What follows belongs to an exercise in optimizing a design on an open flow for small area and a short achievable clock period; a production flow would make more cautious choices.
RTL that was checked went through simulation tests only; none was proved equivalent to the original.
Function not checked in runs 1 and 2: the RTL went through the layout flow alone.
Power is estimated from default activity; no workload was simulated.

File: flow/config.mk
export PLATFORM = sky130hd
export DESIGN_NAME = sigmoid
export DESIGN_NICKNAME = sigmoid
export VERILOG_FILES = /design/flow/design.v
export SDC_FILE = /design/flow/constraint.sdc
export NUM_CORES = 4
export LEC_CHECK = 0
export ABC_AREA = 1
export CAP_MARGIN = 20
export CORE_MARGIN = 2
export CORE_UTILIZATION = 40
export SLEW_MARGIN = 20
File: flow/constraint.sdc
create_clock -name core_clock -period 14.0 [get_ports {clk}]
set_input_delay 2.8000 -clock core_clock [delete_from_list [all_inputs] [get_ports {clk}]]
set_output_delay 2.8000 -clock core_clock [all_outputs]
set_load 0.01 [all_outputs]
File: flow/design.v
module sigmoid_combinational(
    input  wire [17:0] x1,
    output wire [15:0] fixed_op
    );
	wire [16:0] m   = x1[16:0];
	wire        neg = x1[17];
	wire lt0 = m < 17'h018B7;
	wire lt1 = m < 17'h054A3;
	wire r0  = lt0;
	wire r1  = ~lt0 & lt1;
	wire r2  = ~lt1 & ~m[16] & ~m[15];
	wire r3  = ~m[16] & m[15];
	wire sat = m >= 17'd62874;	 
	wire [14:0] n  = m[14:0] ^ {15{neg}};
	wire [14:0] ni = ~n;
	wire p0_0 = r2 | (r3 & neg);
	wire p0_1 = (r2 & neg) | (r3 & neg);
	wire p0_2 = (r1 & neg) | (r2 & neg) | (r3 & neg);
	wire p0_4 = (r1 & neg) | (r2 & neg);
	wire p0_5 = (r0 & neg) | (r3 & n[0]);
	wire p0_6 = (r0 & neg) | (r3 & n[1]);
	wire p0_7 = (r0 & neg) | (r3 & n[2]);
	wire p0_8 = (r0 & neg) | (r2 & n[0]) | (r3 & n[3]);
	wire p0_9 = (r0 & neg) | (r2 & n[1]) | (r3 & n[4]);
	wire p0_10 = (r0 & neg) | (r1 & n[0]) | (r2 & n[2]) | (r3 & n[5]);
	wire p0_11 = (r0 & n[0]) | (r1 & n[1]) | (r2 & n[3]) | (r3 & n[6]);
	wire p0_12 = (r0 & n[1]) | (r1 & n[2]) | (r2 & n[4]) | (r3 & n[7]);
	wire p0_13 = (r0 & n[2]) | (r1 & n[3]) | (r2 & n[5]) | (r3 & n[8]);
	wire p0_14 = (r0 & n[3]) | (r1 & n[4]) | (r2 & n[6]) | (r3 & n[9]);
	wire p0_15 = (r0 & n[4]) | (r1 & n[5]) | (r2 & n[7]) | (r3 & n[10]);
	wire p0_16 = (r0 & n[5]) | (r1 & n[6]) | (r2 & n[8]) | (r3 & n[11]);
	wire p0_17 = (r0 & n[6]) | (r1 & n[7]) | (r2 & n[9]) | (r3 & n[12]);
	wire p0_18 = (r0 & n[7]) | (r1 & n[8]) | (r2 & n[10]) | (r3 & n[13]);
	wire p0_19 = (r0 & n[8]) | (r1 & n[9]) | (r2 & n[11]) | (r3 & n[14]);
	wire p0_20 = (r0 & n[9]) | (r1 & n[10]) | (r2 & n[12]) | (r3 & neg);
	wire p0_21 = (r0 & n[10]) | (r1 & n[11]) | (r2 & n[13]) | r3;
	wire p0_22 = (r0 & n[11]) | (r1 & n[12]) | r3;
	wire p0_23 = (r0 & n[12]) | (r1 & n[13]) | (r2 & ~neg) | r3;
	wire p0_24 = (r0 & neg) | (r1 & n[14]) | (r2 & ~neg) | r3;
	wire p0_25 = (r0 & ~neg) | r1 | (r2 & ~neg) | r3;
	wire p1_3 = (r0 & neg) | r2 | (r3 & n[0]);
	wire p1_4 = (r0 & neg) | (r1 & n[0]) | (r3 & n[1]);
	wire p1_5 = (r1 & n[1]) | (r2 & n[0]) | (r3 & n[2]);
	wire p1_6 = (r1 & n[2]) | (r2 & n[1]) | (r3 & n[3]);
	wire p1_7 = (r1 & n[3]) | (r2 & n[2]) | (r3 & n[4]);
	wire p1_8 = (r1 & n[4]) | (r2 & n[3]) | (r3 & n[5]);
	wire p1_9 = (r1 & n[5]) | (r2 & n[4]) | (r3 & n[6]);
	wire p1_10 = (r1 & n[6]) | (r2 & n[5]) | (r3 & n[7]);
	wire p1_11 = (r1 & n[7]) | (r2 & n[6]) | (r3 & n[8]);
	wire p1_12 = (r1 & n[8]) | (r2 & n[7]) | (r3 & n[9]);
	wire p1_13 = (r0 & neg) | (r1 & n[9]) | (r2 & n[8]) | (r3 & n[10]);
	wire p1_14 = (r1 & n[10]) | (r2 & n[9]) | (r3 & n[11]);
	wire p1_15 = (r1 & n[11]) | (r2 & n[10]) | (r3 & n[12]);
	wire p1_16 = (r1 & n[12]) | (r2 & n[11]) | (r3 & n[13]);
	wire p1_17 = (r1 & n[13]) | (r2 & n[12]) | (r3 & n[14]);
	wire p1_18 = (r1 & n[14]) | (r2 & n[13]) | r3;
	wire p1_19 = r3;
	wire p1_20 = (r1 & neg) | (r2 & neg);
	wire p1_21 = (r1 & ~neg) | (r2 & ~neg);
	wire p1_22 = (r1 & ~neg);
	wire p1_23 = (r1 & neg);
	wire p1_24 = (r1 & neg);
	wire p2_2 = (r0 & neg) | (r1 & n[0]);
	wire p2_3 = (r1 & n[1]) | (r2 & ni[0]);
	wire p2_4 = (r1 & n[2]) | (r2 & ni[1]);
	wire p2_5 = (r1 & n[3]) | (r2 & ni[2]) | (r3 & neg);
	wire p2_6 = (r1 & n[4]) | (r2 & ni[3]);
	wire p2_7 = (r1 & n[5]) | (r2 & ni[4]);
	wire p2_8 = (r1 & n[6]) | (r2 & ni[5]);
	wire p2_9 = (r1 & n[7]) | (r2 & ni[6]);
	wire p2_10 = (r1 & n[8]) | (r2 & ni[7]);
	wire p2_11 = (r1 & n[9]) | (r2 & ni[8]);
	wire p2_12 = (r1 & n[10]) | (r2 & ni[9]);
	wire p2_13 = (r1 & n[11]) | (r2 & ni[10]) | (r3 & ~neg);
	wire p2_14 = (r1 & n[12]) | (r2 & ni[11]);
	wire p2_15 = (r1 & n[13]) | (r2 & ni[12]) | r3;
	wire p2_16 = (r1 & n[14]) | (r2 & ni[13]) | (r3 & ~neg);
	wire p2_17 = (r3 & neg);
	wire p2_18 = (r1 & ~neg) | (r2 & ~neg);
	wire p3_0 = (r0 & neg) | (r1 & n[0]) | (r2 & ni[0]);
	wire p3_1 = (r0 & neg) | (r1 & n[1]) | (r2 & ni[1]);
	wire p3_2 = (r1 & n[2]) | (r2 & ni[2]);
	wire p3_3 = (r1 & n[3]) | (r2 & ni[3]);
	wire p3_4 = (r1 & n[4]) | (r2 & ni[4]);
	wire p3_5 = (r1 & n[5]) | (r2 & ni[5]);
	wire p3_6 = (r1 & n[6]) | (r2 & ni[6]);
	wire p3_7 = (r1 & n[7]) | (r2 & ni[7]);
	wire p3_8 = (r1 & n[8]) | (r2 & ni[8]);
	wire p3_9 = (r1 & n[9]) | (r2 & ni[9]);
	wire p3_10 = (r1 & n[10]) | (r2 & ni[10]);
	wire p3_11 = (r1 & n[11]) | (r2 & ni[11]);
	wire p3_12 = (r1 & n[12]) | (r2 & ni[12]);
	wire p3_13 = (r1 & n[13]) | (r2 & ni[13]);
	wire p3_14 = (r1 & n[14]) | (r2 & neg);
	wire p3_15 = (r2 & neg);
	wire p3_16 = (r1 & ~neg) | (r2 & ~neg);
	wire p4_8 = (r2 & neg);
	wire p4_10 = (r1 & neg);
	wire p4_13 = (r1 & ~neg) | (r2 & neg);
	wire p4_14 = r1;
	wire s0 = p0_8 ^ p1_8;
	wire c0 = p0_8 & p1_8;
	wire s1 = p0_9 ^ p1_9;
	wire c1 = p0_9 & p1_9;
	wire s2 = p0_10 ^ p1_10 ^ p2_10;
	wire c2 = (p0_10 & p1_10) | (p0_10 & p2_10) | (p1_10 & p2_10);
	wire s3 = p0_11 ^ p1_11;
	wire c3 = p0_11 & p1_11;
	wire s4 = p0_12 ^ p1_12;
	wire c4 = p0_12 & p1_12;
	wire s5 = p0_13 ^ p1_13 ^ p2_13;
	wire c5 = (p0_13 & p1_13) | (p0_13 & p2_13) | (p1_13 & p2_13);
	wire s6 = p0_14 ^ p1_14 ^ p2_14;
	wire c6 = (p0_14 & p1_14) | (p0_14 & p2_14) | (p1_14 & p2_14);
	wire s7 = p0_15 ^ p1_15;
	wire c7 = p0_15 & p1_15;
	wire s8 = p0_16 ^ p1_16;
	wire c8 = p0_16 & p1_16;
	wire s9 = p0_4 ^ p1_4;
	wire c9 = p0_4 & p1_4;
	wire s10 = p0_5 ^ p1_5 ^ p2_5;
	wire c10 = (p0_5 & p1_5) | (p0_5 & p2_5) | (p1_5 & p2_5);
	wire s11 = p0_6 ^ p1_6 ^ p2_6;
	wire c11 = (p0_6 & p1_6) | (p0_6 & p2_6) | (p1_6 & p2_6);
	wire s12 = p0_7 ^ p1_7 ^ p2_7;
	wire c12 = (p0_7 & p1_7) | (p0_7 & p2_7) | (p1_7 & p2_7);
	wire s13 = p2_8 ^ p3_8 ^ p4_8;
	wire c13 = (p2_8 & p3_8) | (p2_8 & p4_8) | (p3_8 & p4_8);
	wire s14 = p2_9 ^ p3_9 ^ c0;
	wire c14 = (p2_9 & p3_9) | (p2_9 & c0) | (p3_9 & c0);
	wire s15 = p3_10 ^ p4_10 ^ c1;
	wire c15 = (p3_10 & p4_10) | (p3_10 & c1) | (p4_10 & c1);
	wire s16 = p2_11 ^ p3_11 ^ c2;
	wire c16 = (p2_11 & p3_11) | (p2_11 & c2) | (p3_11 & c2);
	wire s17 = p2_12 ^ p3_12 ^ c3;
	wire c17 = (p2_12 & p3_12) | (p2_12 & c3) | (p3_12 & c3);
	wire s18 = p3_13 ^ p4_13 ^ c4;
	wire c18 = (p3_13 & p4_13) | (p3_13 & c4) | (p4_13 & c4);
	wire s19 = p3_14 ^ p4_14 ^ c5;
	wire c19 = (p3_14 & p4_14) | (p3_14 & c5) | (p4_14 & c5);
	wire s20 = p2_15 ^ p3_15 ^ c6;
	wire c20 = (p2_15 & p3_15) | (p2_15 & c6) | (p3_15 & c6);
	wire s21 = p2_16 ^ p3_16 ^ c7;
	wire c21 = (p2_16 & p3_16) | (p2_16 & c7) | (p3_16 & c7);
	wire s22 = p0_17 ^ p1_17 ^ p2_17;
	wire c22 = (p0_17 & p1_17) | (p0_17 & p2_17) | (p1_17 & p2_17);
	wire s23 = p0_18 ^ p1_18;
	wire c23 = p0_18 & p1_18;
	wire s24 = p0_2 ^ p2_2;
	wire c24 = p0_2 & p2_2;
	wire s25 = p1_3 ^ p2_3 ^ p3_3;
	wire c25 = (p1_3 & p2_3) | (p1_3 & p3_3) | (p2_3 & p3_3);
	wire s26 = p2_4 ^ p3_4 ^ s9;
	wire c26 = (p2_4 & p3_4) | (p2_4 & s9) | (p3_4 & s9);
	wire s27 = p3_5 ^ c9 ^ s10;
	wire c27 = (p3_5 & c9) | (p3_5 & s10) | (c9 & s10);
	wire s28 = p3_6 ^ c10 ^ s11;
	wire c28 = (p3_6 & c10) | (p3_6 & s11) | (c10 & s11);
	wire s29 = p3_7 ^ c11 ^ s12;
	wire c29 = (p3_7 & c11) | (p3_7 & s12) | (c11 & s12);
	wire s30 = s0 ^ c12 ^ s13;
	wire c30 = (s0 & c12) | (s0 & s13) | (c12 & s13);
	wire s31 = s1 ^ c13 ^ s14;
	wire c31 = (s1 & c13) | (s1 & s14) | (c13 & s14);
	wire s32 = s2 ^ c14 ^ s15;
	wire c32 = (s2 & c14) | (s2 & s15) | (c14 & s15);
	wire s33 = s3 ^ c15 ^ s16;
	wire c33 = (s3 & c15) | (s3 & s16) | (c15 & s16);
	wire s34 = s4 ^ c16 ^ s17;
	wire c34 = (s4 & c16) | (s4 & s17) | (c16 & s17);
	wire s35 = s5 ^ c17 ^ s18;
	wire c35 = (s5 & c17) | (s5 & s18) | (c17 & s18);
	wire s36 = s6 ^ c18 ^ s19;
	wire c36 = (s6 & c18) | (s6 & s19) | (c18 & s19);
	wire s37 = s7 ^ c19 ^ s20;
	wire c37 = (s7 & c19) | (s7 & s20) | (c19 & s20);
	wire s38 = s8 ^ c20 ^ s21;
	wire c38 = (s8 & c20) | (s8 & s21) | (c20 & s21);
	wire s39 = c8 ^ c21 ^ s22;
	wire c39 = (c8 & c21) | (c8 & s22) | (c21 & s22);
	wire s40 = p2_18 ^ c22 ^ s23;
	wire c40 = (p2_18 & c22) | (p2_18 & s23) | (c22 & s23);
	wire s41 = p0_19 ^ p1_19 ^ c23;
	wire c41 = (p0_19 & p1_19) | (p0_19 & c23) | (p1_19 & c23);
	wire s42 = p0_20 ^ p1_20;
	wire c42 = p0_20 & p1_20;
	wire s43 = p0_21 ^ p1_21;
	wire c43 = p0_21 & p1_21;
	wire s44 = p0_22 ^ p1_22;
	wire c44 = p0_22 & p1_22;
	wire s45 = p0_23 ^ p1_23;
	wire c45 = p0_23 & p1_23;
	wire s46 = p0_24 ^ p1_24;
	wire c46 = p0_24 & p1_24;
	wire [25:0] ra = {p0_25, c45, c44, c43, c42, c41, c40, c39, c38, c37, c36, c35, c34, c33, c32, c31, c30, c29, c28, c27, c26, c25, c24, p3_2, p0_1, p0_0};
	wire [25:0] rb = {c46, s46, s45, s44, s43, s42, s41, s40, s39, s38, s37, s36, s35, s34, s33, s32, s31, s30, s29, s28, s27, s26, s25, s24, p3_1, p3_0};
	wire [25:0] pg = ra ^ rb;
	wire [25:0] gg = ra & rb;
	wire G1_0 = gg[1] | (pg[1] & gg[0]);
	wire G3_2 = gg[3] | (pg[3] & gg[2]);
	wire P3_2 = pg[3] & pg[2];
	wire G5_4 = gg[5] | (pg[5] & gg[4]);
	wire P5_4 = pg[5] & pg[4];
	wire G7_6 = gg[7] | (pg[7] & gg[6]);
	wire P7_6 = pg[7] & pg[6];
	wire G9_8 = gg[9] | (pg[9] & gg[8]);
	wire P9_8 = pg[9] & pg[8];
	wire G11_10 = gg[11] | (pg[11] & gg[10]);
	wire P11_10 = pg[11] & pg[10];
	wire G13_12 = gg[13] | (pg[13] & gg[12]);
	wire P13_12 = pg[13] & pg[12];
	wire G15_14 = gg[15] | (pg[15] & gg[14]);
	wire P15_14 = pg[15] & pg[14];
	wire G17_16 = gg[17] | (pg[17] & gg[16]);
	wire P17_16 = pg[17] & pg[16];
	wire G19_18 = gg[19] | (pg[19] & gg[18]);
	wire P19_18 = pg[19] & pg[18];
	wire G21_20 = gg[21] | (pg[21] & gg[20]);
	wire P21_20 = pg[21] & pg[20];
	wire G23_22 = gg[23] | (pg[23] & gg[22]);
	wire P23_22 = pg[23] & pg[22];
	wire G25_24 = gg[25] | (pg[25] & gg[24]);
	wire P25_24 = pg[25] & pg[24];
	wire G3_0 = G3_2 | (P3_2 & G1_0);
	wire G7_4 = G7_6 | (P7_6 & G5_4);
	wire P7_4 = P7_6 & P5_4;
	wire G11_8 = G11_10 | (P11_10 & G9_8);
	wire P11_8 = P11_10 & P9_8;
	wire G15_12 = G15_14 | (P15_14 & G13_12);
	wire P15_12 = P15_14 & P13_12;
	wire G19_16 = G19_18 | (P19_18 & G17_16);
	wire P19_16 = P19_18 & P17_16;
	wire G23_20 = G23_22 | (P23_22 & G21_20);
	wire P23_20 = P23_22 & P21_20;
	wire G7_0 = G7_4 | (P7_4 & G3_0);
	wire G15_8 = G15_12 | (P15_12 & G11_8);
	wire P15_8 = P15_12 & P11_8;
	wire G23_16 = G23_20 | (P23_20 & G19_16);
	wire P23_16 = P23_20 & P19_16;
	wire G15_0 = G15_8 | (P15_8 & G7_0);
	wire G23_0 = G23_16 | (P23_16 & G15_0);
	wire G11_0 = G11_8 | (P11_8 & G7_0);
	wire G19_0 = G19_16 | (P19_16 & G15_0);
	wire G5_0 = G5_4 | (P5_4 & G3_0);
	wire G9_0 = G9_8 | (P9_8 & G7_0);
	wire G13_0 = G13_12 | (P13_12 & G11_0);
	wire G17_0 = G17_16 | (P17_16 & G15_0);
	wire G21_0 = G21_20 | (P21_20 & G19_0);
	wire G25_0 = G25_24 | (P25_24 & G23_0);
	wire G2_0 = gg[2] | (pg[2] & G1_0);
	wire G4_0 = gg[4] | (pg[4] & G3_0);
	wire G6_0 = gg[6] | (pg[6] & G5_0);
	wire G8_0 = gg[8] | (pg[8] & G7_0);
	wire G10_0 = gg[10] | (pg[10] & G9_0);
	wire G12_0 = gg[12] | (pg[12] & G11_0);
	wire G14_0 = gg[14] | (pg[14] & G13_0);
	wire G16_0 = gg[16] | (pg[16] & G15_0);
	wire G18_0 = gg[18] | (pg[18] & G17_0);
	wire G20_0 = gg[20] | (pg[20] & G19_0);
	wire G22_0 = gg[22] | (pg[22] & G21_0);
	wire G24_0 = gg[24] | (pg[24] & G23_0);
	wire G0_0 = gg[0];
	wire [25:0] g = pg ^ {G24_0, G23_0, G22_0, G21_0, G20_0, G19_0, G18_0, G17_0, G16_0, G15_0, G14_0, G13_0, G12_0, G11_0, G10_0, G9_0, G8_0, G7_0, G6_0, G5_0, G4_0, G3_0, G2_0, G1_0, G0_0, 1'b0};
	assign fixed_op = sat ? {2'b00, ~neg, 13'd0} : {3'b000, g[25:13]};
endmodule
module sigmoid(
	input wire clk,
	input wire reset,
	input wire enable,
	input wire [17:0] x1,
	output reg [15:0] fixed_op
	);
	wire [15:0] fixed_op_next;
	sigmoid_combinational sigmoid_combinational_instance1(
		.x1(x1),
		.fixed_op(fixed_op_next)
	);
	always @(posedge clk, posedge reset) begin
		if (reset)
			fixed_op <= 567;
		else if (enable)
			fixed_op <= fixed_op_next;
	end
endmodule
File: flow/flow/run.sh
#!/bin/bash
# The standard layout, with plain buffers on the ports and timing repair
# aiming for extra setup slack.
set -euo pipefail
bash standard.sh BUFFER_PORTS_ARGS="-buffer_cell sky130_fd_sc_hd__buf_1" SETUP_SLACK_MARGIN=0 finish > standard.log 2>&1
File: flow/standard.sh
#!/bin/bash
# synth_recipe.tcl (not shown) runs the flow's synth.tcl, then flattens the netlist and writes it again
# the make line also repeats each setting of config.mk as NAME=value (left out here)
make -C /OpenROAD-flow-scripts/flow DESIGN_CONFIG=/design/flow/config.mk WORK_HOME=/design/flow/orfs CLKGATE_MAP_FILE= SYNTH_SCRIPT=/design/flow/synth_recipe.tcl "${@:-finish}"
==> results by group, run 1 <==
Worst setup path
  • Register-to-register setup slack: around 13 ns
  • CP max-delay cell: inv_1
  • Worst r2r path cells: 2
  • Startpoint types: primary input
  • Critical path's most frequent cell: nand2_1
  • RR Endpoint: fixed_op[1]
  • Critical Path End Type: flip-flop
  • Setup CP Type: primary input to flip-flop
  • Arr. time, crit path: between 8 and 9 ns
  • Critical Path Fanout Max: 14
  • Required @ worst endpoint: 14.13 ns
  • Worst r2r src: fixed_op[1]
  • Crit path max-delay family: adder cells
  • Bufs and invs on worst path: 3
  • Max stage delay on crit path: around 0.46 ns

Power
  • Pleak: slightly above 2 nW
  • PD cells: 92.14 nW/µm²
  • VDD IR max: 0.03554 mV

GRT
  • Largest net degree at the start of global routing: 25
  • Total track usage: approximately a fifth
  • First-pass GRT wire length: 15610 µm
  • Vias in the first global route: 3310
  • Initial antenna violation count: 0
  • Grt total ovfl: 0

Yosys
  • Mapped cell area: approximately 3600 µm²
  • Post-synth top flop: dfrtp_1
  • Synthesized instance count: just under 500
  • Sequential area share after synthesis: about a tenth
  • Post-Syn Area per Cell: about 7.2 µm²
  • EDFF count, synth: 0
  • Yosys warnings: 1
  • Ys async rst share: between 90% and 100%
  • Register bit total from synthesis: 14
  • Synth cell types: 43

Placement
  • Routability cong.: 0.9680
  • HPWL after detailed placement: 8048 µm
  • PortBufs: 34

Drt
  • # DRC: 0
  • Via count of the routed design: between 3000 and 4000
  • DR vias/cell: 5.200
  • Routed WL per cell: around 15 µm
  • TritonRoute pass-1 iters: 5
  • Iter 0 DRT Violations: around 210
  • Routed WL: roughly 9300 µm
  • Post-route ant nets: 0

Layout
  • Filler instances: just over 900
  • Most common cell after layout, fill and taps aside: nand2_1
  • Reg with most FFs: fixed_op
  • Sequential cell area: 357.8 µm²
  • Biggest regs: fixed_op x14
  • Fraction of layout cells with a size suffix above 1: a little over 7%
  • Number of diodes: 0
  • Most frequent cells in the layout: nand2_1, inv_1, fa_1, ha_1, nor2_1
  • Multi-input logic area: 2771 µm²
  • NumNets Final: 621
  • Area grow syn2layout: 7.344%
  • Max reg flops: 14

STA
  • # setup viols final: 0
  • Fin Clk Skew: 0 ns
  • RSZ-0062 raised after global routing: no
  • Tmin final: between 8 and 9 ns
  • Final period util: about 58%
  • Final Max Tran Viols: 0
  • WHS: 0.4720 ns
  • Fmax achieved: 0.1223 GHz
  • Final Hold Violating Endpoints: 0
  • Total Neg Setup Slack: 0 ns
  • Slew margin rel.: a little under two fifths
  • Slew @ Worst Pin: 0.9150 ns

Min path
  • Worst hold endpoint: fixed_op[5]
  • Min-delay worst type: flip-flop to flip-flop
  • Hold Path Stages: 2
  • Hold_sp: fixed_op[5]

Clock tree
  • Num Clock Sinks: 14
  • Hold_buf cts: 0
  • Post-cts resize count: 0
  • Post CTS Setup Buffer Count: 0
  • Clk buf depth: 2
  • TritonCTS Buffers: 3
  • # H-tree levels: 1
  • Clk Latency, worst-skew pair: ~0.24 ns
  • TritonCTS clock tree: yes
  • Clock root buffer: clkbuf_8
  • Clock slew at reported path FFs: about 0.060 ns

Die
  • Die area: 9673 µm²
  • Chip height: around 98 µm
  • Core ar.: a little under 9000 µm²
  • Starting density of the core: 41.03%
  • Std cell rows: 34
  • Die W: 98.35 µm
  • Io pins: 37

Job
  • Max Cap Viol: 0

Run status
  • Status: no timing/DRC/antenna violations
## cell type report
type                            count  share of cell area, %
Inverter                           98                  9.624
Multi-Input combinational cell    372                  72.50
Tap cell                          108                  3.535
Sequential cell                    14                  9.362
Timing Repair Buffer               35                  3.535
Clock buffer                        4                  1.440
## worst reg2reg max path, stage by stage, from the launching register on
cell,delay (ns)
dfstp_2,0.53
nand2_1,0.05
o21ai_1,0.10
## through the flow
step / worst slack, ns / util [%] / instances / instance area (µm²) / total power (W)
floorplan: 7.003 / - / 496 / 3565 / 0.0002505
global placement: 5.879 / 43.41 / 627 / 3767 / 0.0003075
detailed placement: 5.675 / 43.41 / 627 / 3767 / 0.0003140
CTS: 5.922 / 44.05 / 631 / 3822 / 0.0003544
global route: 5.467 / 44.05 / 631 / 3822 / 0.0003946
finish: 5.824 / 44.05 / 631 / 3822 / 0.0003522
## where the power goes
group          switching, W  internal, W  leakage [nW]
logic              0.000154    0.0000973          1.88
registers        0.00000598    0.0000571         0.167
clock network     0.0000134    0.0000249        0.0288
## worst max path at each step
stage	startpoint	end	slack [ns]	depth (start not counted)
after global routing	x1[7]	fixed_op[12]	5.47	29
after global placement	x1[7]	fixed_op[12]	5.88	29
final	x1[7]	fixed_op[12]	5.82	29
after detailed placement	x1[7]	fixed_op[12]	5.67	29
after floorplan	x1[15]	fixed_op[12]	7.00	24
after CTS	x1[7]	fixed_op[12]	5.92	29
## cell families after synthesis
logic type,count (synthesis),synth area share [%]
xor+xnor,22,5.411
other cells,1,0.1053
compound gates,53,9.874
simple gates,219,27.41
buf+inv,110,12.23
flops,14,10.05
fa+ha+maj,76,34.93
## cells in the mapped netlist (4+ instances only)
cell | instances | share of area, %
xor2_1 | 6 | 1.5
nor2_1 | 36 | 3.8
xnor2_1 | 16 | 3.9
a21oi_1 | 11 | 1.5
nor3_1 | 5 | 0.70
dfstp_2 | 6 | 4.4
fa_1 | 39 | 22
o21ai_0 | 8 | 1.1
buf_2 | 6 | 0.84
nand2_2 | 8 | 1.4
nand3b_1 | 6 | 1.3
buf_4 | 4 | 0.84
dfrtp_1 | 8 | 5.6
ha_1 | 37 | 13
nand2_1 | 125 | 13
o21ai_1 | 10 | 1.4
inv_1 | 94 | 9.9
nand3_1 | 21 | 3.0
o2111ai_1 | 9 | 2.2
## per-layer routing
metal / vias to the layer above / track usage [%] / part of all wire [%]
li1: 1610 / - / -
met1: 1530 / 27.48 / 46
met2: 123 / 31.97 / 46
met3: 18 / 1.432 / 6.0
met4: 0 / 6.006 / 2.2
met5: - / 0 / 0
==> run 2, diff against run 1 <==
==> flow/flow/run.sh (replaced) <==
#!/bin/bash
# The standard layout, with plain buffers on the ports and timing repair
# aiming for extra setup slack.
set -euo pipefail
bash standard.sh BUFFER_PORTS_ARGS="-buffer_cell sky130_fd_sc_hd__buf_1" SETUP_SLACK_MARGIN=7 finish > standard.log 2>&1
==> results by group, run 2 <==
Drt
  • # DRC: 0
  • Routed WL: about 11000 µm
  • Via count of the routed design: 3504
  • Routed WL per cell: 16.01 µm
  • Post-route ant nets: 0
  • TritonRoute pass-1 iters: 4
  • DR vias/cell: about 5.3
  • Iter 0 DRT Violations: 249

STA
  • Total Neg Setup Slack: 0 ns
  • Final Hold Violating Endpoints: 0
  • Slew margin rel.: between 30% and 40%
  • RSZ-0062 raised after global routing: yes
  • Fin Clk Skew: 0 ns
  • Final Max Tran Viols: 0
  • WHS: about 0.47 ns
  • Tmin final: 7.220 ns
  • # setup viols final: 0
  • Fmax achieved: around 0.14 GHz
  • Slew @ Worst Pin: 0.9177 ns
  • Final period util: 51.57%

Yosys
  • Post-Syn Area per Cell: 7.194 µm²
  • Post-synth top cells: nand2_1, inv_1, fa_1, ha_1, nor2_1
  • EDFF count, synth: 0
  • Area leader, netlist: fa_1
  • Most frequent cell after synthesis: nand2_1
  • Synth area leaders: fa_1, nand2_1, ha_1, inv_1, dfrtp_1
  • Yosys warnings: 1
  • Mapped cell area: around 3600 µm²
  • Sequential area share after synthesis: approximately a tenth
  • Register bit total from synthesis: 14
  • Synthesized instance count: slightly below 500
  • Synth cell types: 43
  • Ys async rst share: 100.0%
  • Post-synth top flop: dfrtp_1
  • Post-synth top area share: between 20% and 30%

Worst setup path
  • CP max-delay cell: fa_1
  • Critical Path End Type: flip-flop
  • Required @ worst endpoint: roughly 14 ns
  • Startpoint types: primary input
  • Crit path max-delay family: adder cells
  • Critical path's most frequent cell: nand2_2
  • Max stage delay on crit path: 0.55 ns
  • Setup CP Type: primary input to flip-flop
  • Bufs and invs on worst path: 6
  • Critical Path Fanout Max: 3
  • Arr. time, crit path: around 7.4 ns

Layout
  • Most frequent cells in the layout: nand2_1, inv_1, ha_1, fa_1, buf_4
  • Post-Layout Inst Area: between 4000 and 5000 µm²
  • Sequential cell area: 357.8 µm²
  • Multi-input logic area: around 3200 µm²
  • Biggest regs: fixed_op x14
  • Max reg flops: 14
  • Number of diodes: 0
  • Filler instances: 820
  • Reg with most FFs: fixed_op
  • NumNets Final: between 600 and 700
  • Fraction of layout cells with a size suffix above 1: between 30 and 40%
  • Area grow syn2layout: 31.10%
  • Most common cell after layout, fill and taps aside: nand2_1

Power
  • Total Power: approximately 0.00044 W
  • PD cells: 94.68 nW/µm²
  • Pleak: roughly 2.4 nW
  • VDD IR max: ~0.042 mV

Die
  • Core ar.: about 8700 µm²
  • Starting density of the core: between 40 and 50%
  • Die area: about 9700 µm²
  • Die W: between 90 and 100 µm
  • Std cell rows: 34
  • Chip height: 98.35 µm
  • Io pins: 37

Clock tree
  • Clock slew at reported path FFs: approximately 0.060 ns
  • Hold_buf cts: 0
  • Clock root buffer: clkbuf_8
  • Clk Latency, worst-skew pair: ~0.24 ns
  • # H-tree levels: 1
  • TritonCTS Buffers: 3
  • Clk buf depth: 2
  • Num Clock Sinks: 14
  • TritonCTS clock tree: yes

GRT
  • Total track usage: between 20% and 30%
  • Vias in the first global route: roughly 3600
  • Initial antenna violation count: 0
  • Grt total ovfl: 0
  • First-pass GRT wire length: between 15000 and 20000 µm
  • Largest net degree at the start of global routing: 25

Placement
  • Area post-placement: around 3800 µm²
  • HPWL after detailed placement: between 8000 and 9000 µm
  • Routability cong.: 0.9680
  • PortBufs: 34

Job
  • Max Cap Viol: 0

Run status
  • Status: no timing/DRC/antenna violations

Min path
  • Min-delay worst type: flip-flop to flip-flop
==> run 2: cell counts after synthesis <==
No cell type changed its count.
==> run 2: power breakdown <==
part           switching (W)   total, W  internal, W
Combinational       0.000195   0.000341     0.000146
Clock              0.0000135  0.0000383    0.0000249
Sequential        0.00000590  0.0000630    0.0000571
Total               0.000214   0.000442     0.000228
==> run 2: per-layer routing <==
layer	global-route usage (%)	part of all wire, %	vias to the layer above
li1	-	-	1677
met1	28.65	44	1665
met2	35.48	49	134
met3	1.790	4.5	28
met4	7.060	2.7	0
met5	0	0	-
==> run 2: worst min-delay path: stages, from the launching register on <==
cell and delay, ns:
dfstp_2 0.36, nand2_1 0.05, o21ai_1 0.05
==> run 2: path summary, 6_finish.rpt <==
check	startpoint	to	slack, ns	depth (start not counted)
worst max-delay path	x1[1]	fixed_op[12]	6.78	28
worst min-delay path	fixed_op[5]	fixed_op[5]	0.47	2
worst max register to register	fixed_op[2]	fixed_op[2]	13.25	2
worst min register to register	fixed_op[5]	fixed_op[5]	0.47	2
max in group asynchronous	reset	fixed_op[4]	11.08	2
min in group asynchronous	reset	fixed_op[11]	2.56	2
==> run 2: stage by stage <==
step	setup WS, ns	util [%]	cells
after floorplan	7.003	-	496
after global placement	5.879	43.41	627
after detailed placement	5.675	43.41	627
after CTS	6.894	48.46	652
after global routing	6.654	53.79	664
final	6.780	53.79	664
==> run 2: cells by family after synthesis <==
group | after synthesis | share of synthesized area [%]
other | 1 | 0.1053
adders and majority gates | 76 | 34.93
xor gates and xnor gates | 22 | 5.411
DFF | 14 | 10.05
buffers and inverters | 110 | 12.23
AOI/OAI and AO/OA | 53 | 9.874
and+or+nand+nor | 219 | 27.41
==> run 2: layout make-up <==
type	instances	share of cell area, %
multi-input cells	372	68.86
repair buffers	68	10.61
inverters	98	8.791
flip-flops and latches	14	7.665
well taps	108	2.895
clock buffers	4	1.179
==> run 2: what timing repair did <==
action	in CTS	in global routing
pin swaps	29	63
setup buffers	21	12
resized for setup	73	96
setup endpoints to repair	13	12
==> run 3, diff against run 2 <==
--- a/flow/design.v
+++ b/flow/design.v
@@ -98,100 +98,100 @@
 	wire p4_10 = (r1 & neg);
 	wire p4_13 = (r1 & ~neg) | (r2 & neg);
 	wire p4_14 = r1;
-	wire s0 = p0_8 ^ p1_8;
-	wire c0 = p0_8 & p1_8;
-	wire s1 = p0_9 ^ p1_9;
-	wire c1 = p0_9 & p1_9;
-	wire s2 = p0_10 ^ p1_10 ^ p2_10;
-	wire c2 = (p0_10 & p1_10) | (p0_10 & p2_10) | (p1_10 & p2_10);
-	wire s3 = p0_11 ^ p1_11;
-	wire c3 = p0_11 & p1_11;
-	wire s4 = p0_12 ^ p1_12;
-	wire c4 = p0_12 & p1_12;
-	wire s5 = p0_13 ^ p1_13 ^ p2_13;
-	wire c5 = (p0_13 & p1_13) | (p0_13 & p2_13) | (p1_13 & p2_13);
-	wire s6 = p0_14 ^ p1_14 ^ p2_14;
-	wire c6 = (p0_14 & p1_14) | (p0_14 & p2_14) | (p1_14 & p2_14);
-	wire s7 = p0_15 ^ p1_15;
-	wire c7 = p0_15 & p1_15;
-	wire s8 = p0_16 ^ p1_16;
-	wire c8 = p0_16 & p1_16;
-	wire s9 = p0_4 ^ p1_4;
-	wire c9 = p0_4 & p1_4;
-	wire s10 = p0_5 ^ p1_5 ^ p2_5;
-	wire c10 = (p0_5 & p1_5) | (p0_5 & p2_5) | (p1_5 & p2_5);
-	wire s11 = p0_6 ^ p1_6 ^ p2_6;
-	wire c11 = (p0_6 & p1_6) | (p0_6 & p2_6) | (p1_6 & p2_6);
-	wire s12 = p0_7 ^ p1_7 ^ p2_7;
-	wire c12 = (p0_7 & p1_7) | (p0_7 & p2_7) | (p1_7 & p2_7);
-	wire s13 = p2_8 ^ p3_8 ^ p4_8;
-	wire c13 = (p2_8 & p3_8) | (p2_8 & p4_8) | (p3_8 & p4_8);
-	wire s14 = p2_9 ^ p3_9 ^ c0;
-	wire c14 = (p2_9 & p3_9) | (p2_9 & c0) | (p3_9 & c0);
-	wire s15 = p3_10 ^ p4_10 ^ c1;
-	wire c15 = (p3_10 & p4_10) | (p3_10 & c1) | (p4_10 & c1);
-	wire s16 = p2_11 ^ p3_11 ^ c2;
-	wire c16 = (p2_11 & p3_11) | (p2_11 & c2) | (p3_11 & c2);
-	wire s17 = p2_12 ^ p3_12 ^ c3;
-	wire c17 = (p2_12 & p3_12) | (p2_12 & c3) | (p3_12 & c3);
-	wire s18 = p3_13 ^ p4_13 ^ c4;
-	wire c18 = (p3_13 & p4_13) | (p3_13 & c4) | (p4_13 & c4);
-	wire s19 = p3_14 ^ p4_14 ^ c5;
-	wire c19 = (p3_14 & p4_14) | (p3_14 & c5) | (p4_14 & c5);
-	wire s20 = p2_15 ^ p3_15 ^ c6;
-	wire c20 = (p2_15 & p3_15) | (p2_15 & c6) | (p3_15 & c6);
-	wire s21 = p2_16 ^ p3_16 ^ c7;
-	wire c21 = (p2_16 & p3_16) | (p2_16 & c7) | (p3_16 & c7);
-	wire s22 = p0_17 ^ p1_17 ^ p2_17;
-	wire c22 = (p0_17 & p1_17) | (p0_17 & p2_17) | (p1_17 & p2_17);
-	wire s23 = p0_18 ^ p1_18;
-	wire c23 = p0_18 & p1_18;
-	wire s24 = p0_2 ^ p2_2;
-	wire c24 = p0_2 & p2_2;
-	wire s25 = p1_3 ^ p2_3 ^ p3_3;
-	wire c25 = (p1_3 & p2_3) | (p1_3 & p3_3) | (p2_3 & p3_3);
-	wire s26 = p2_4 ^ p3_4 ^ s9;
-	wire c26 = (p2_4 & p3_4) | (p2_4 & s9) | (p3_4 & s9);
-	wire s27 = p3_5 ^ c9 ^ s10;
-	wire c27 = (p3_5 & c9) | (p3_5 & s10) | (c9 & s10);
-	wire s28 = p3_6 ^ c10 ^ s11;
-	wire c28 = (p3_6 & c10) | (p3_6 & s11) | (c10 & s11);
-	wire s29 = p3_7 ^ c11 ^ s12;
-	wire c29 = (p3_7 & c11) | (p3_7 & s12) | (c11 & s12);
-	wire s30 = s0 ^ c12 ^ s13;
-	wire c30 = (s0 & c12) | (s0 & s13) | (c12 & s13);
-	wire s31 = s1 ^ c13 ^ s14;
-	wire c31 = (s1 & c13) | (s1 & s14) | (c13 & s14);
-	wire s32 = s2 ^ c14 ^ s15;
-	wire c32 = (s2 & c14) | (s2 & s15) | (c14 & s15);
-	wire s33 = s3 ^ c15 ^ s16;
-	wire c33 = (s3 & c15) | (s3 & s16) | (c15 & s16);
-	wire s34 = s4 ^ c16 ^ s17;
-	wire c34 = (s4 & c16) | (s4 & s17) | (c16 & s17);
-	wire s35 = s5 ^ c17 ^ s18;
-	wire c35 = (s5 & c17) | (s5 & s18) | (c17 & s18);
-	wire s36 = s6 ^ c18 ^ s19;
-	wire c36 = (s6 & c18) | (s6 & s19) | (c18 & s19);
-	wire s37 = s7 ^ c19 ^ s20;
-	wire c37 = (s7 & c19) | (s7 & s20) | (c19 & s20);
-	wire s38 = s8 ^ c20 ^ s21;
-	wire c38 = (s8 & c20) | (s8 & s21) | (c20 & s21);
-	wire s39 = c8 ^ c21 ^ s22;
-	wire c39 = (c8 & c21) | (c8 & s22) | (c21 & s22);
-	wire s40 = p2_18 ^ c22 ^ s23;
-	wire c40 = (p2_18 & c22) | (p2_18 & s23) | (c22 & s23);
-	wire s41 = p0_19 ^ p1_19 ^ c23;
-	wire c41 = (p0_19 & p1_19) | (p0_19 & c23) | (p1_19 & c23);
-	wire s42 = p0_20 ^ p1_20;
-	wire c42 = p0_20 & p1_20;
-	wire s43 = p0_21 ^ p1_21;
-	wire c43 = p0_21 & p1_21;
-	wire s44 = p0_22 ^ p1_22;
-	wire c44 = p0_22 & p1_22;
-	wire s45 = p0_23 ^ p1_23;
-	wire c45 = p0_23 & p1_23;
-	wire s46 = p0_24 ^ p1_24;
-	wire c46 = p0_24 & p1_24;
+	wire s0, c0;
+	sigmoid_ha ha0 (.a(p0_8), .b(p1_8), .s(s0), .co(c0));
+	wire s1, c1;
+	sigmoid_ha ha1 (.a(p0_9), .b(p1_9), .s(s1), .co(c1));
+	wire s2, c2;
+	sigmoid_fa fa2 (.a(p0_10), .b(p1_10), .c(p2_10), .s(s2), .co(c2));
+	wire s3, c3;
+	sigmoid_ha ha3 (.a(p0_11), .b(p1_11), .s(s3), .co(c3));
+	wire s4, c4;
+	sigmoid_ha ha4 (.a(p0_12), .b(p1_12), .s(s4), .co(c4));
+	wire s5, c5;
+	sigmoid_fa fa5 (.a(p0_13), .b(p1_13), .c(p2_13), .s(s5), .co(c5));
+	wire s6, c6;
+	sigmoid_fa fa6 (.a(p0_14), .b(p1_14), .c(p2_14), .s(s6), .co(c6));
+	wire s7, c7;
+	sigmoid_ha ha7 (.a(p0_15), .b(p1_15), .s(s7), .co(c7));
+	wire s8, c8;
+	sigmoid_ha ha8 (.a(p0_16), .b(p1_16), .s(s8), .co(c8));
+	wire s9, c9;
+	sigmoid_ha ha9 (.a(p0_4), .b(p1_4), .s(s9), .co(c9));
+	wire s10, c10;
+	sigmoid_fa fa10 (.a(p0_5), .b(p1_5), .c(p2_5), .s(s10), .co(c10));
+	wire s11, c11;
+	sigmoid_fa fa11 (.a(p0_6), .b(p1_6), .c(p2_6), .s(s11), .co(c11));
+	wire s12, c12;
+	sigmoid_fa fa12 (.a(p0_7), .b(p1_7), .c(p2_7), .s(s12), .co(c12));
+	wire s13, c13;
+	sigmoid_fa fa13 (.a(p2_8), .b(p3_8), .c(p4_8), .s(s13), .co(c13));
+	wire s14, c14;
+	sigmoid_fa fa14 (.a(p2_9), .b(p3_9), .c(c0), .s(s14), .co(c14));
+	wire s15, c15;
+	sigmoid_fa fa15 (.a(p3_10), .b(p4_10), .c(c1), .s(s15), .co(c15));
+	wire s16, c16;
+	sigmoid_fa fa16 (.a(p2_11), .b(p3_11), .c(c2), .s(s16), .co(c16));
+	wire s17, c17;
+	sigmoid_fa fa17 (.a(p2_12), .b(p3_12), .c(c3), .s(s17), .co(c17));
+	wire s18, c18;
+	sigmoid_fa fa18 (.a(p3_13), .b(p4_13), .c(c4), .s(s18), .co(c18));
+	wire s19, c19;
+	sigmoid_fa fa19 (.a(p3_14), .b(p4_14), .c(c5), .s(s19), .co(c19));
+	wire s20, c20;
+	sigmoid_fa fa20 (.a(p2_15), .b(p3_15), .c(c6), .s(s20), .co(c20));
+	wire s21, c21;
+	sigmoid_fa fa21 (.a(p2_16), .b(p3_16), .c(c7), .s(s21), .co(c21));
+	wire s22, c22;
+	sigmoid_fa fa22 (.a(p0_17), .b(p1_17), .c(p2_17), .s(s22), .co(c22));
+	wire s23, c23;
+	sigmoid_ha ha23 (.a(p0_18), .b(p1_18), .s(s23), .co(c23));
+	wire s24, c24;
+	sigmoid_ha ha24 (.a(p0_2), .b(p2_2), .s(s24), .co(c24));
+	wire s25, c25;
+	sigmoid_fa fa25 (.a(p1_3), .b(p2_3), .c(p3_3), .s(s25), .co(c25));
+	wire s26, c26;
+	sigmoid_fa fa26 (.a(p2_4), .b(p3_4), .c(s9), .s(s26), .co(c26));
+	wire s27, c27;
+	sigmoid_fa fa27 (.a(p3_5), .b(c9), .c(s10), .s(s27), .co(c27));
+	wire s28, c28;
+	sigmoid_fa fa28 (.a(p3_6), .b(c10), .c(s11), .s(s28), .co(c28));
+	wire s29, c29;
+	sigmoid_fa fa29 (.a(p3_7), .b(c11), .c(s12), .s(s29), .co(c29));
+	wire s30, c30;
+	sigmoid_fa fa30 (.a(s0), .b(c12), .c(s13), .s(s30), .co(c30));
+	wire s31, c31;
+	sigmoid_fa fa31 (.a(s1), .b(c13), .c(s14), .s(s31), .co(c31));
+	wire s32, c32;
+	sigmoid_fa fa32 (.a(s2), .b(c14), .c(s15), .s(s32), .co(c32));
+	wire s33, c33;
+	sigmoid_fa fa33 (.a(s3), .b(c15), .c(s16), .s(s33), .co(c33));
+	wire s34, c34;
+	sigmoid_fa fa34 (.a(s4), .b(c16), .c(s17), .s(s34), .co(c34));
+	wire s35, c35;
+	sigmoid_fa fa35 (.a(s5), .b(c17), .c(s18), .s(s35), .co(c35));
+	wire s36, c36;
+	sigmoid_fa fa36 (.a(s6), .b(c18), .c(s19), .s(s36), .co(c36));
+	wire s37, c37;
+	sigmoid_fa fa37 (.a(s7), .b(c19), .c(s20), .s(s37), .co(c37));
+	wire s38, c38;
+	sigmoid_fa fa38 (.a(s8), .b(c20), .c(s21), .s(s38), .co(c38));
+	wire s39, c39;
+	sigmoid_fa fa39 (.a(c8), .b(c21), .c(s22), .s(s39), .co(c39));
+	wire s40, c40;
+	sigmoid_fa fa40 (.a(p2_18), .b(c22), .c(s23), .s(s40), .co(c40));
+	wire s41, c41;
+	sigmoid_fa fa41 (.a(p0_19), .b(p1_19), .c(c23), .s(s41), .co(c41));
+	wire s42, c42;
+	sigmoid_ha ha42 (.a(p0_20), .b(p1_20), .s(s42), .co(c42));
+	wire s43, c43;
+	sigmoid_ha ha43 (.a(p0_21), .b(p1_21), .s(s43), .co(c43));
+	wire s44, c44;
+	sigmoid_ha ha44 (.a(p0_22), .b(p1_22), .s(s44), .co(c44));
+	wire s45, c45;
+	sigmoid_ha ha45 (.a(p0_23), .b(p1_23), .s(s45), .co(c45));
+	wire s46, c46;
+	sigmoid_ha ha46 (.a(p0_24), .b(p1_24), .s(s46), .co(c46));
 	wire [25:0] ra = {p0_25, c45, c44, c43, c42, c41, c40, c39, c38, c37, c36, c35, c34, c33, c32, c31, c30, c29, c28, c27, c26, c25, c24, p3_2, p0_1, p0_0};
 	wire [25:0] rb = {c46, s46, s45, s44, s43, s42, s41, s40, s39, s38, s37, s36, s35, s34, s33, s32, s31, s30, s29, s28, s27, s26, s25, s24, p3_1, p3_0};
 	wire [25:0] pg = ra ^ rb;
@@ -263,6 +263,14 @@
 	wire [25:0] g = pg ^ {G24_0, G23_0, G22_0, G21_0, G20_0, G19_0, G18_0, G17_0, G16_0, G15_0, G14_0, G13_0, G12_0, G11_0, G10_0, G9_0, G8_0, G7_0, G6_0, G5_0, G4_0, G3_0, G2_0, G1_0, G0_0, 1'b0};
 	assign fixed_op = sat ? {2'b00, ~neg, 13'd0} : {3'b000, g[25:13]};
 endmodule
+module sigmoid_fa(input wire a, input wire b, input wire c, output wire s, output wire co);
+	assign s  = a ^ b ^ c;
+	assign co = (a & b) | (a & c) | (b & c);
+endmodule
+module sigmoid_ha(input wire a, input wire b, output wire s, output wire co);
+	assign s  = a ^ b;
+	assign co = a & b;
+endmodule
 module sigmoid(
 	input wire clk,
 	input wire reset,
==> flow/flow/run.sh (replaced) <==
#!/bin/bash
# The standard layout, with plain buffers on the ports and timing repair
# aiming for extra setup slack.
set -euo pipefail
bash standard.sh BUFFER_PORTS_ARGS="-buffer_cell sky130_fd_sc_hd__buf_1" SETUP_SLACK_MARGIN=0 finish > standard.log 2>&1
--- a/flow/config.mk
+++ b/flow/config.mk
@@ -10,3 +10,4 @@
 export CORE_MARGIN = 2
 export CORE_UTILIZATION = 40
 export SLEW_MARGIN = 20
+export SYNTH_HIERARCHICAL = 1
==> results by group, run 3 <==
Yosys
  • Mapped cell area: approximately 3500 µm²
  • Post-synth top cells: nand2_1, inv_1, fa_1, ha_1, nor2_1
  • Synth area leaders: fa_1, nand2_1, ha_1, dfrtp_1, inv_1
  • Register bit total from synthesis: 16
  • Sequential area share after synthesis: around an eighth
  • Synth cell types: 39
  • Area leader, netlist: fa_1
  • Synthesized instance count: ~480
  • Yosys warnings: 7
  • Most frequent cell after synthesis: nand2_1
  • EDFF count, synth: 0
  • Post-synth top flop: dfrtp_1
  • Post-Syn Area per Cell: 7.342 µm²
  • Ys async rst share: 100.0%
  • Post-synth top area share: between 20 and 25%

Drt
  • WL met3: 520 µm
  • DR vias/cell: 5.207
  • # DRC: 0
  • TritonRoute pass-1 iters: 5
  • DR WL met2: between 4000 and 5000 µm
  • Via count of the routed design: between 3000 and 4000
  • Post-route ant nets: 0
  • Routed WL per cell: ~14 µm
  • Routed WL: roughly 8700 µm
  • Iter 0 DRT Violations: 271
  • Top Layer Used: met4
  • M1 WL: ~4000 µm

Power
  • PD cells: 100.4 nW/µm²
  • VDD IR max: between 0.03 and 0.04 mV
  • Comb power frac: a little under three quarters
  • Pint: ~0.00019 W
  • Psw: roughly 0.00018 W
  • Pleak: just over 2 nW
  • Clk pwr share: 9.7%
  • Reg power frac: approximately a fifth
  • Switch share: around half

Clock tree
  • Post CTS Setup Buffer Count: 0
  • Num Clock Sinks: 16
  • Post-cts resize count: 0
  • TritonCTS clock tree: yes
  • Hold_buf cts: 0
  • Clock slew at reported path FFs: 0.07 ns
  • Clock root buffer: clkbuf_8
  • TritonCTS Buffers: 3
  • Clk Latency, worst-skew pair: 0.25 ns
  • # H-tree levels: 1
  • Clk buf depth: 2

Worst setup path
  • Critical Path End: fixed_op[12]
  • Max stage delay on crit path: between 0.5 and 0.6 ns
  • Required @ worst endpoint: 14.19 ns
  • Worst r2r path cells: 2
  • Worst setup startpoint: x1[14]
  • Critical path depth: 31
  • Critical Path End Type: flip-flop
  • RR Endpoint: fixed_op[0]
  • Startpoint types: primary input
  • Bufs and invs on worst path: 4
  • Arr. time, crit path: just over 8 ns
  • Worst r2r src: fixed_op[0]
  • Critical path's most frequent cell: nand2_1
  • Crit path max-delay family: adder cells
  • CP max-delay cell: fa_1
  • Setup CP Type: primary input to flip-flop
  • Register-to-register setup slack: ~13 ns
  • Critical Path Fanout Max: 16

STA
  • Fin Clk Skew: 0 ns
  • Final period util: a little under three fifths
  • Total Neg Setup Slack: 0 ns
  • RSZ-0062 raised after global routing: no
  • Slew @ Worst Pin: 0.8143 ns
  • Fmax achieved: about 0.13 GHz
  • Final Max Tran Viols: 0
  • Slew margin rel.: approximately 46%
  • # setup viols final: 0
  • Tmin final: 7.996 ns
  • Final Hold Violating Endpoints: 0

Layout
  • Most frequent cells in the layout: nand2_1, inv_1, fa_1, ha_1
  • Post-Layout Inst Area: approximately 3700 µm²
  • Biggest regs: fixed_op x16
  • Fraction of layout cells with a size suffix above 1: 6.706%
  • Most common cell after layout, fill and taps aside: nand2_1
  • Filler instances: between 900 and 1000
  • Max reg flops: 16
  • Multi-input logic area: around 2800 µm²
  • Reg with most FFs: fixed_op
  • Area grow syn2layout: 7.018%
  • Sequential cell area: approximately 410 µm²
  • Number of diodes: 0
  • NumNets Final: around 610

Placement
  • HPWL after detailed placement: about 7500 µm
  • Routability cong.: around 0.95
  • Area post-placement: ~3700 µm²
  • PortBufs: 36

Die
  • Chip height: 97.47 µm
  • Die W: approximately 97 µm
  • Io pins: 37
  • Std cell rows: 34
  • Die area: about 9500 µm²
  • Starting density of the core: 40.67%
  • Core ar.: around 8600 µm²

GRT
  • Vias in the first global route: 3190
  • First-pass GRT wire length: between 15000 and 20000 µm
  • Total track usage: 18.97%
  • Grt total ovfl: 0
  • Largest net degree at the start of global routing: 30
  • Initial antenna violation count: 0

Min path
  • Min-delay worst type: flip-flop to flip-flop

Job
  • Max Cap Viol: 0

Run status
  • Status: no timing/DRC/antenna violations
==> run 3: cell count changes after synthesis, moves of 3 or more <==
| cell | before | now |
|---|---|---|
| nand3b_1 | 6 | 0 |
| o21ai_1 | 10 | 2 |
| nor2_2 | 3 | 0 |
| o2111ai_1 | 9 | 13 |
| nand2_2 | 8 | 15 |
| buf_6 | 0 | 3 |
| nand2_1 | 125 | 163 |
| nor3_1 | 5 | 0 |
| o21ai_0 | 8 | 5 |
| nand3_1 | 21 | 32 |
| inv_1 | 94 | 49 |
| nand3_2 | 3 | 0 |
==> run 3: logic make-up (layout without fill, tap and decap cells) <==
group,count (synthesis),count (layout),share of synthesized area (%)
AND/OR/NAND/NOR,257,257,30.93
adder cells (fa/ha/maj),76,76,35.59
buffers and inverters,65,95,8.593
AO/OA/AOI/OAI,40,40,7.841
XOR/XNOR,21,21,5.263
flip-flops,16,16,11.67
other,1,2,0.1073
==> run 3: routing by layer <==
layer	vias up	global-route usage, %
met5	-	0
met4	0	2.137
met3	14	3.525
met2	119	31.88
met1	1475	26.40
li1	1594	-
==> run 3: worst min-delay path by stage <==
stage | endpoint | slack (ns) | startpoint | depth (start not counted)
final | fixed_op[2] | 0.46 | fixed_op[2] | 2
after global routing | fixed_op[2] | 0.48 | fixed_op[2] | 2
after CTS | fixed_op[2] | 0.46 | fixed_op[2] | 2
after detailed placement | fixed_op[2] | 0.45 | fixed_op[2] | 2
after global placement | fixed_op[15] | 0.45 | fixed_op[15] | 2
after floorplan | fixed_op[5] | 0.47 | fixed_op[5] | 2
==> run 3: per-stage QoR <==
stage	utilization, %	hold slack (ns)	setup WS, ns	std cells	total power (W)
floorplan	-	0.4665	6.640	477	0.0002794
global placement	43.00	0.4536	5.864	611	0.0003350
detailed placement	43.00	0.4531	5.775	611	0.0003428
CTS	43.52	0.4631	6.027	615	0.0003809
global route	43.52	0.4830	5.506	615	0.0004264
finish	43.52	0.4606	6.004	615	0.0003754
==> run 3: area by class of cell <==
type / instances / area share (%)
multi-input combinational: 396 / 74.61
sequential: 16 / 10.91
inverter: 51 / 5.253
timing repair buffer: 40 / 4.416
tap: 108 / 3.613
clock buffer: 4 / 1.204
==> run 3: power groups by stage <==
| stage | combinational (W) | clock, W | sequential [W] |
|---|---|---|---|
| after floorplan | 0.000202 | 0 | 0.0000779 |
| after global placement | 0.000264 | 0 | 0.0000710 |
| after detailed placement | 0.000271 | 0 | 0.0000718 |
| after CTS | 0.000272 | 0.0000374 | 0.0000711 |
| after global routing | 0.000313 | 0.0000398 | 0.0000731 |
| final | 0.000268 | 0.0000366 | 0.0000706 |
==> run 3: modules after synthesis, one instance, submodules excluded <==
module | area (µm²) | flip-flops and latches | times used | cells inside
sigmoid_combinational | 2003 | 0 | 1 | 360
sigmoid_ha | 12.51 | 0 | 14 | 1
sigmoid_fa | 20.02 | 0 | 33 | 1
sigmoid | 655.6 | 16 | 1 | 69
==> run 3: worst register-to-register path, cell delays in order (launching register included) <==
cell,delay (ns)
dfstp_2,0.53
nand2_1,0.05
nand2_1,0.06
==> run 4, diff against run 3 <==
==> flow/flow/run.sh (replaced) <==
#!/bin/bash
# The standard layout, with plain buffers (buf_1) on the ports instead of the
# default delay-cell buffers.  The make output goes to standard.log; ORFS keeps
# each step's log under orfs/logs/.
set -euo pipefail
bash standard.sh BUFFER_PORTS_ARGS="-buffer_cell sky130_fd_sc_hd__buf_1" finish > standard.log 2>&1
==> results by group, run 4 <==
Run status
  • Status: no timing/DRC/antenna violations

Placement
  • PortBufs: 36
  • HPWL after detailed placement: between 7000 and 8000 µm
  • Routability cong.: roughly 0.95
  • Inst Count DP: around 600
  • Worst slack, placed: roughly 5.8 ns

GRT
  • First-pass GRT wire length: 15010 µm
  • Largest net degree at the start of global routing: 30
  • Vias in the first global route: 3190
  • Grt total ovfl: 0
  • Initial antenna violation count: 0
  • Total track usage: 18.97%

Die
  • Chip height: a little under 100 µm
  • Die area: around 9500 µm²
  • Core ar.: between 8000 and 9000 µm²
  • Die W: a little under 100 µm
  • Starting density of the core: 40.67%
  • Io pins: 37
  • Std cell rows: 34

Worst setup path
  • Register-to-register setup slack: 13.30 ns
  • Critical Path End Type: flip-flop
  • Bufs and invs on worst path: 4
  • Critical path's most frequent cell: nand2_1
  • Required @ worst endpoint: 14.19 ns
  • Critical Path Fanout Max: 16
  • Arr. time, crit path: 8.19 ns
  • Max stage delay on crit path: 0.52 ns
  • Startpoint types: primary input
  • CP max-delay cell: fa_1
  • Setup CP Type: primary input to flip-flop
  • Crit path max-delay family: adder cells

Drt
  • # DRC: 0
  • Routed WL: ~8700 µm
  • TritonRoute pass-1 iters: 5
  • Iter 0 DRT Violations: roughly 270
  • Via count of the routed design: around 3200
  • Post-route ant nets: 0
  • DR vias/cell: about 5.2
  • Routed WL per cell: approximately 14 µm

STA
  • Slew margin rel.: around 46%
  • Fin Clk Skew: 0 ns
  • Slew @ Worst Pin: between 0.8 and 0.9 ns
  • Tmin final: between 7 and 8 ns
  • Worst Slack Setup Final: ~6.0 ns
  • Fmax achieved: about 0.13 GHz
  • # setup viols final: 0
  • RSZ-0062 raised after global routing: no
  • Final period util: a little under three fifths
  • WHS: approximately 0.46 ns
  • Final Max Tran Viols: 0
  • Total Neg Setup Slack: 0 ns
  • Final Hold Violating Endpoints: 0

Layout
  • Biggest regs: fixed_op x16
  • Most frequent cells in the layout: nand2_1, inv_1, fa_1, ha_1
  • Reg with most FFs: fixed_op
  • Max reg flops: 16
  • Fraction of layout cells with a size suffix above 1: roughly 6.7%
  • Filler instances: slightly above 900
  • Number of diodes: 0
  • Most common cell after layout, fill and taps aside: nand2_1
  • Finished Layout Cells: 615
  • NumNets Final: about 610
  • Area grow syn2layout: 7.018%

Yosys
  • Post-Syn Area per Cell: approximately 7.3 µm²
  • Post-synth top area share: 22.34%
  • Post-synth top cells: nand2_1, inv_1, fa_1, ha_1, nor2_1
  • Synth area leaders: fa_1, nand2_1, ha_1, dfrtp_1, inv_1
  • Register bit total from synthesis: 16
  • Synthesized instance count: 476
  • Synth cell types: 39
  • Mapped cell area: roughly 3500 µm²
  • Yosys warnings: 7
  • EDFF count, synth: 0
  • Sequential area share after synthesis: about an eighth
  • Post-synth top flop: dfrtp_1
  • Ys async rst share: 100.0%
  • Most frequent cell after synthesis: nand2_1
  • Area leader, netlist: fa_1

Clock tree
  • TritonCTS Buffers: 3
  • Post-cts resize count: 0
  • Clock slew at reported path FFs: around 0.07 ns
  • Num Clock Sinks: 16
  • Clock root buffer: clkbuf_8
  • Clk buf depth: 2
  • # H-tree levels: 1
  • TritonCTS clock tree: yes
  • Hold_buf cts: 0
  • Post CTS Setup Buffer Count: 0
  • Clk Latency, worst-skew pair: roughly 0.25 ns

Min path
  • Min-delay worst type: flip-flop to flip-flop

Power
  • PD cells: between 100 and 150 nW/µm²
  • VDD IR max: ~0.04 mV
  • Total Power: around 0.00038 W
  • Pleak: about 2.1 nW

Job
  • Max Cap Viol: 0
==> run 4: layer usage <==
| layer | up-vias | track usage (%) | routed length [µm] |
|---|---|---|---|
| li1 | 1594 | - | - |
| met1 | 1475 | 26.40 | 4030 |
| met2 | 119 | 31.88 | 4050 |
| met3 | 14 | 3.525 | 520 |
| met4 | 0 | 2.137 | 74 |
| met5 | - | 0 | 0 |
==> run 4: cell type report <==
class / count / area (µm²) / share of cell area [%]
clock buffers: 4 / 45.04 / 1.204
inverters: 51 / 196.4 / 5.253
multi-input cells: 396 / 2790 / 74.61
flip-flops and latches: 16 / 407.9 / 10.91
well taps: 108 / 135.1 / 3.613
repair buffers: 40 / 165.2 / 4.416
==> run 4: Yosys stat by module (local to each module, per instance) <==
module,flip-flops and latches,cell area (µm²),cells inside,times used
sigmoid,16,655.6,69,1
sigmoid_ha,0,12.51,1,14
sigmoid_fa,0,20.02,1,33
sigmoid_combinational,0,2003,360,1
==> run 4: worst min-delay path, stage by stage (launching register included) <==
cell and delay, ns:
dfstp_2 0.37, nand2_1 0.05, nand2_1 0.04
==> run 4: logic make-up after synthesis <==
kind of cell             Yosys count  synth area share (%)
other                              1                0.1073
adder cells (fa/ha/maj)           76                 35.59
buffers and inverters             65                 8.593
flip-flops                        16                 11.67
XOR/XNOR                          21                 5.263
AO/OA/AOI/OAI                     40                 7.841
AND/OR/NAND/NOR                  257                 30.93
==> run 4: per-stage QoR <==
step | instance area, µm² | util, %
2_1_floorplan | 3498 | -
3_3_place_gp | 3695 | 43.00
3_5_place_dp | 3695 | 43.00
4_1_cts | 3740 | 43.52
5_1_grt | 3740 | 43.52
6_report | 3740 | 43.52
==> run 4: final timing paths <==
path,end,startpoint,cells past startpoint
worst max-delay path,fixed_op[12],x1[14],31
worst min-delay path,fixed_op[2],fixed_op[2],2
worst max register to register,fixed_op[0],fixed_op[0],2
worst min register to register,fixed_op[2],fixed_op[2],2
max in group asynchronous,fixed_op[11],reset,2
min in group asynchronous,fixed_op[6],reset,2
==> run 4: power by group <==
part           leakage, nW  total (W)  switching (W)  internal (W)
clock               0.0228  0.0000366      0.0000164     0.0000202
combinational         1.85   0.000268       0.000159      0.000110
sequential           0.192  0.0000706     0.00000684     0.0000637
==> run 5, diff against run 4 <==
--- a/flow/design.v
+++ b/flow/design.v
@@ -1,7 +1,18 @@
-module sigmoid_combinational(
-    input  wire [17:0] x1,
-    output wire [15:0] fixed_op
-    );
+module sigmoid_fa(input wire a, input wire b, input wire c, output wire s, output wire co);
+	assign s  = a ^ b ^ c;
+	assign co = (a & b) | (a & c) | (b & c);
+endmodule
+module sigmoid_ha(input wire a, input wire b, output wire s, output wire co);
+	assign s  = a ^ b;
+	assign co = a & b;
+endmodule
+module sigmoid(
+	input wire clk,
+	input wire reset,
+	input wire enable,
+	input wire [17:0] x1,
+	output reg [15:0] fixed_op
+	);
 	wire [16:0] m   = x1[16:0];
 	wire        neg = x1[17];
 	wire lt0 = m < 17'h018B7;
@@ -261,28 +272,7 @@
 	wire G24_0 = gg[24] | (pg[24] & G23_0);
 	wire G0_0 = gg[0];
 	wire [25:0] g = pg ^ {G24_0, G23_0, G22_0, G21_0, G20_0, G19_0, G18_0, G17_0, G16_0, G15_0, G14_0, G13_0, G12_0, G11_0, G10_0, G9_0, G8_0, G7_0, G6_0, G5_0, G4_0, G3_0, G2_0, G1_0, G0_0, 1'b0};
-	assign fixed_op = sat ? {2'b00, ~neg, 13'd0} : {3'b000, g[25:13]};
-endmodule
-module sigmoid_fa(input wire a, input wire b, input wire c, output wire s, output wire co);
-	assign s  = a ^ b ^ c;
-	assign co = (a & b) | (a & c) | (b & c);
-endmodule
-module sigmoid_ha(input wire a, input wire b, output wire s, output wire co);
-	assign s  = a ^ b;
-	assign co = a & b;
-endmodule
-module sigmoid(
-	input wire clk,
-	input wire reset,
-	input wire enable,
-	input wire [17:0] x1,
-	output reg [15:0] fixed_op
-	);
-	wire [15:0] fixed_op_next;
-	sigmoid_combinational sigmoid_combinational_instance1(
-		.x1(x1),
-		.fixed_op(fixed_op_next)
-	);
+	wire [15:0] fixed_op_next = sat ? {2'b00, ~neg, 13'd0} : {3'b000, g[25:13]};
 	always @(posedge clk, posedge reset) begin
 		if (reset)
 			fixed_op <= 567;
--- a/flow/config.mk
+++ b/flow/config.mk
@@ -8,6 +8,6 @@
 export ABC_AREA = 1
 export CAP_MARGIN = 20
 export CORE_MARGIN = 2
-export CORE_UTILIZATION = 40
+export CORE_UTILIZATION = 70
 export SLEW_MARGIN = 20
 export SYNTH_HIERARCHICAL = 1
==> results by group, run 5 <==
Placement
  • PortBufs: 34
  • Routability cong.: 1.012
  • HPWL after detailed placement: roughly 7300 µm
  • Worst slack, placed: 6.030 ns

Worst setup path
  • Startpoint types: primary input
  • Critical Path Fanout Max: 18
  • Critical Path End Type: flip-flop
  • Setup CP Type: primary input to flip-flop
  • Max stage delay on crit path: approximately 0.53 ns
  • Arr. time, crit path: roughly 8 ns
  • CP max-delay cell: fa_1
  • Required @ worst endpoint: between 10 and 15 ns

Run status
  • Status: no timing/DRC/antenna violations

Clock tree
  • Clock slew at reported path FFs: 0.06 ns
  • # H-tree levels: 1
  • Clock root buffer: clkbuf_8
  • TritonCTS clock tree: yes
  • Hold_buf cts: 0
  • Clk Latency, worst-skew pair: 0.24 ns
  • Post CTS Setup Buffer Count: 0

STA
  • Tmin final: 7.800 ns
  • Final Hold Violating Endpoints: 0
  • # setup viols final: 0
  • Slew margin rel.: 48.10%
  • Worst Slack Setup Final: between 6 and 7 ns
  • Fmax achieved: between 0.1 and 0.15 GHz
  • Fin Clk Skew: 0 ns
  • Final period util: 55.72%
  • RSZ-0062 raised after global routing: no

GRT
  • Grt total ovfl: 0
  • First-pass GRT wire length: ~14000 µm
  • Initial antenna violation count: 0
  • Total track usage: about a third
  • Largest net degree at the start of global routing: 28

Drt
  • DR vias/cell: roughly 6.2
  • # DRC: 0
  • Post-route ant nets: 0
  • Via count of the routed design: 3275
  • Iter 0 DRT Violations: ~440
  • Routed WL: between 8000 and 9000 µm
  • Routed WL per cell: 16.71 µm

Yosys
  • Mapped cell area: about 3300 µm²
  • Synthesized instance count: 444
  • Post-synth top flop: dfrtp_1
  • Sequential area share after synthesis: between 10% and 20%
  • Most frequent cell after synthesis: nand2_1
  • EDFF count, synth: 0
  • Post-synth top cells: nand2_1, inv_1, fa_1, ha_1, nand3_1
  • Ys async rst share: 100.0%
  • Synth cell types: 37
  • Post-synth top area share: a little under a quarter
  • Synth area leaders: fa_1, nand2_1, ha_1, dfrtp_1, inv_1
  • Yosys warnings: 7

Layout
  • Fraction of layout cells with a size suffix above 1: 5.932%
  • Finished Layout Cells: about 530
  • Most frequent cells in the layout: nand2_1, inv_1, fa_1, ha_1, buf_1
  • Area grow syn2layout: 5.510%
  • NumNets Final: 570
  • Reg with most FFs: fixed_op
  • Biggest regs: fixed_op x14
  • Most common cell after layout, fill and taps aside: nand2_1
  • Max reg flops: 14
  • Filler instances: 367

Die
  • Std cell rows: 25
  • Die W: about 73 µm
  • Io pins: 37
  • Chip height: around 73 µm
  • Starting density of the core: 71.62%

Min path
  • Min-delay worst type: flip-flop to flip-flop

Power
  • Pleak: between 1.5 and 2 nW

Job
  • Max Cap Viol: 0
[run 5: Yosys stat by module (local to each module, per instance)]
module | area [µm²] | times used | flip-flops and latches | cells
sigmoid_ha | 12.51 | 14 | 0 | 1
sigmoid | 2480 | 1 | 14 | 397
sigmoid_fa | 20.02 | 33 | 0 | 1
[run 5: logic make-up (layout without fill, tap and decap cells)]
family | count (synthesis) | in the layout | synth area share [%]
compound gates | 50 | 50 | 9.887
fa+ha+maj | 76 | 76 | 37.51
buf+inv | 63 | 90 | 7.773
xor+xnor | 22 | 22 | 5.811
other cells | 1 | 2 | 0.1131
flops | 14 | 14 | 10.79
simple gates | 218 | 218 | 28.11
[run 5: layer usage]
metal / global-route usage, % / up-vias / share of wire [%]
li1: - / 1505 / -
met1: 46.50 / 1493 / 40
met2: 58.59 / 235 / 47
met3: 5.663 / 42 / 9.1
met4: 9.465 / 0 / 3.1
met5: 0 / - / 0
[run 5: worst paths after layout]
path | from | to | slack, ns | depth (start not counted)
setup / recovery | x1[8] | fixed_op[12] | 6.20 | 27
hold / removal | fixed_op[0] | fixed_op[0] | 0.47 | 2
setup reg to reg | fixed_op[9] | fixed_op[9] | 13.24 | 2
hold reg to reg | fixed_op[0] | fixed_op[0] | 0.47 | 2
max in group asynchronous | reset | fixed_op[4] | 11.08 | 2
min in group asynchronous | reset | fixed_op[7] | 2.55 | 2
[run 5: metrics by stage]
step / hold WS, ns / util, % / total power, W / area [µm²]
after global routing: 0.4945 / 75.57 / 0.0003837 / 3498
after floorplan: 0.4736 / - / 0.0002469 / 3319
final: 0.4700 / 75.57 / 0.0003495 / 3498
after global placement: 0.4558 / 74.57 / 0.0002942 / 3452
after detailed placement: 0.4580 / 74.59 / 0.0003095 / 3453
after CTS: 0.4683 / 75.57 / 0.0003481 / 3498
[run 5: report_power, final]
part	switching [W]	internal [W]	leakage, nW
combinational	0.000152	0.0000994	1.72
sequential	0.00000591	0.0000570	0.167
clock	0.0000153	0.0000201	0.0228
total	0.000173	0.000177	1.91
[run 5: cell type report]
cell class                 count  area (µm²)  share of cell area (%)
clock buffer                   4       45.04                   1.288
timing repair buffer          34       128.9                   3.684
tap                           54       67.56                   1.931
multi-input combinational    368        2704                   77.29
inverter                      52       195.2                   5.579
sequential                    14       357.8                   10.23
[run 5: worst max-delay path: cells and delay by family]
family          cells  cell delay (ns)
buf+inv             5             0.58
simple gates       11             1.54
compound gates      4             0.45
fa+ha+maj           5             2.22
xor+xnor            2             0.32
